From an optimization exercise on the open Yosys and OpenROAD flow, aimed at small area, a short achievable clock period and few clock cycles; shortcuts taken in it are not production practice. The RTL was checked by simulation tests, not by an equivalence proof against the original design. Power is estimated from default activity; no workload was simulated.

== north ==
==> flow/design.v (excerpt) <==
module conv #(parameter AW = 5, parameter DB = 10) (
  input         clk,
  input         rst_n,
  input  [7:0]  ifmap_data,
  output        ifmap_rdy,
  input         ifmap_vld,
  input  [7:0]  weight_data,
  output        weight_rdy,
  input         weight_vld,
  output [31:0] ofmap_data,
  input         ofmap_rdy,
  output        ofmap_vld,
  input  [15:0] config_data,
  output        config_rdy,
  input         config_vld
);
  integer i;
  genvar g, h;
  reg        cfg_rdy_r;
  reg        st_r;       
  wire       cfg_fire = config_vld & cfg_rdy_r;
  wire [5:0] cfg_a    = config_data[13:8];
  wire [7:0] cfg_d    = config_data[7:0];
  reg [4:0]  c_zm1;      
  reg [3:0]  c_pm1;      
  reg [3:0]  c_oxm1;     
  reg [1:0]  c_fxm1;     
  reg [1:0]  c_fym1;     
  reg [1:0]  c_s;        
  reg [4:0]  c_ix;       
  reg [4:0]  c_iy;       
  reg [1:0]  c_ic1m1;    
  reg [7:0]  c_oc1m1;    
  assign config_rdy = cfg_rdy_r;
  always @(posedge clk) begin
    if (!rst_n) begin
      cfg_rdy_r <= 1'b1;
      st_r      <= 1'b0;
    end else begin
      st_r  <= cfg_fire && (cfg_a == 6'd34);
      if (cfg_fire && cfg_a == 6'd34) cfg_rdy_r <= 1'b0;
    end
    if (cfg_fire) begin
      case (cfg_a)
        6'd2:  c_zm1   <= cfg_d[4:0];
        6'd4:  c_pm1   <= cfg_d[3:0];
        6'd6:  c_oxm1  <= cfg_d[3:0] - 4'd1;
        6'd10: c_fxm1  <= cfg_d[1:0] - 2'd1;
        6'd12: c_fym1  <= cfg_d[1:0] - 2'd1;
        6'd14: c_s     <= cfg_d[1:0];
        6'd16: c_ix    <= cfg_d[4:0];
        6'd18: c_iy    <= cfg_d[4:0];
  ...
For scale: ~11,000 cells after synthesis, about 4,100 flip-flops.
Settings: LEC_CHECK=0, CAP_MARGIN=20, CORE_MARGIN=2, CORE_UTILIZATION=65, CTS_CLUSTER_DIAMETER=90, CTS_CLUSTER_SIZE=20, PLACE_DENSITY=0.8, SLEW_MARGIN=20; clock period 16.0 ns.
standard.sh (not shown) runs the stock make flow with config.mk's settings and CLKGATE_MAP_FILE= SYNTH_SCRIPT=/design/flow/synth_recipe.tcl, a recipe that flattens the netlist after the stock synthesis.
==> flow/flow/run.sh <==
#!/bin/bash
# Layout flow: the standard synthesis and ORFS layout, with the post-placement
# timing repair (repair_timing) asked to leave a larger setup margin, so that it
# keeps optimising paths well below the 16 ns clock. The SDC and the clock period
# are the design's own; only the optimisation target of the repair changes.
set -euo pipefail
MARGIN=${MARGIN:-11.5}
# 1. Standard synthesis, unchanged.
bash standard.sh synth > synth.log 2>&1
# 2. Floorplan to final layout with the same ORFS make command, plus the margin.
MAKECMD=$(grep '^make ' standard.sh | sed 's/"\${@:-finish}"//')
eval "$MAKECMD SETUP_SLACK_MARGIN=$MARGIN SKIP_GATE_CLONING=1 finish" > layout.log 2>&1
# 3. Write out/final.def (targets are up to date, so make does nothing here).
bash standard.sh finish > def.log 2>&1
Testbench counts of north, summed over its fixed seeds: cycles 19,176.
diff inputs: north => south
- swapping 90 for 70 in CTS_CLUSTER_DIAMETER
- swapping 20 for 16 in CTS_CLUSTER_SIZE
-- flow/flow/run.sh --
<<< north, line 7
MARGIN=${MARGIN:-11.5}
>>> south, line 7
MARGIN=${MARGIN:-11.3}
### Flow results
Looking at cell area power density across north and south, the one that comes out lower is north. In terms of clock-pin slew of the registers on the worst-case setup and hold paths, north and south differ only marginally. The via count of south exceeds that of north by 0.43%. Mean instance size in the synthesized netlist: south vs north — no meaningful difference. Looking at time the final worst path needs with I/O delays and setup, south sits 140 ps above north. Diff south..north | die boundary width | unchanged. | worst setup slack after layout | lower: south |. south against north: critical path depth grew by 1; total chip power grew by 6.4%.


conv, a different RTL version from the one above (not shown whole).
Size: about 10000 cells after synthesis, about 4200 flip-flops, roughly 0.17 mm^2 of cells after synthesis.
export LEC_CHECK = 0
export CAP_MARGIN = 20
export CORE_MARGIN = 2
export CORE_UTILIZATION = 65
export CTS_CLUSTER_DIAMETER = 70
export CTS_CLUSTER_SIZE = 16
export PLACE_DENSITY = 0.8
export SLEW_MARGIN = 20
create_clock -name core_clock -period 16.0 [get_ports {clk}]
==> flow/flow/run.sh <==
#!/bin/bash
# Layout flow: the standard synthesis and ORFS layout, with the post-placement
# timing repair (repair_timing) asked to leave a larger setup margin, so that it
# keeps optimising paths well below the 16 ns clock. The SDC and the clock period
# are the design's own; only the optimisation target of the repair changes.
set -euo pipefail
MARGIN=${MARGIN:-11.5}
# 1. Standard synthesis, unchanged.
bash standard.sh synth > synth.log 2>&1
# 2. Floorplan to final layout with the same ORFS make command, plus the margin.
MAKECMD=$(grep '^make ' standard.sh | sed 's/"\${@:-finish}"//')
eval "$MAKECMD SETUP_SLACK_MARGIN=$MARGIN SKIP_GATE_CLONING=1 finish" > layout.log 2>&1
# 3. Write out/final.def (targets are up to date, so make does nothing here).
bash standard.sh finish > def.log 2>&1
The first run finished clean.
Testbench counts at the start, summed over its fixed seeds: cycles 19,358.
Next try:
- CAP_MARGIN: 20 -> 0
- SLEW_MARGIN: 20 -> 0
- TNS_END_PERCENT: not set -> 10
Outcome: This time the run finished with capacitance limit, slew limit left; total power fell by 0.80%; worst setup slack got worse by 40 ps; final area hardly moves; clock skew fell by 11 ps; fmax fell by 0.84%.

## afterwards: timing with drivers on the ports
In the flow no input, the clock included, has a driving cell. The finished layouts below were timed again as built, in two steps.
Step 1 (the two cells are an assumption about what drives the block):
set clk [get_ports {clk}]
set_driving_cell -lib_cell sky130_fd_sc_hd__clkbuf_16 $clk
set_driving_cell -lib_cell sky130_fd_sc_hd__buf_2 [delete_from_list [all_inputs] $clk]
Step 2 times the ports against the registers' clock, not the clock port: input delays grow and output delays shrink by t, the midpoint of the rising clock arrivals with the driver on.
a / b / c = no drivers / after step 1 / after step 2; a / b = the first two.
| run | t, ns | slack for setup (ns) | hold slack, ns | cell pins on the clock port's net |
|---|---|---|---|---|
| north | 0.996 | 11.331 / 11.241 / 10.700 | 0.256 / 0.256 / 0.256 | 1 |
| south | 1.048 | 11.186 / 11.093 / 10.405 | 0.247 / 0.247 / 0.247 | 1 |
| the first run of note 2 | 0.984 | 11.280 / 11.172 / 10.756 | 0.319 / 0.319 / 0.319 | 1 |
| the second run of note 2 | 1.016 | 11.240 / 11.131 / 10.562 | 0.304 / 0.304 / 0.304 | 1 |
The setup slack of south, which loses most, moves by -0.093 ns with the drivers and by -0.781 ns with both steps.
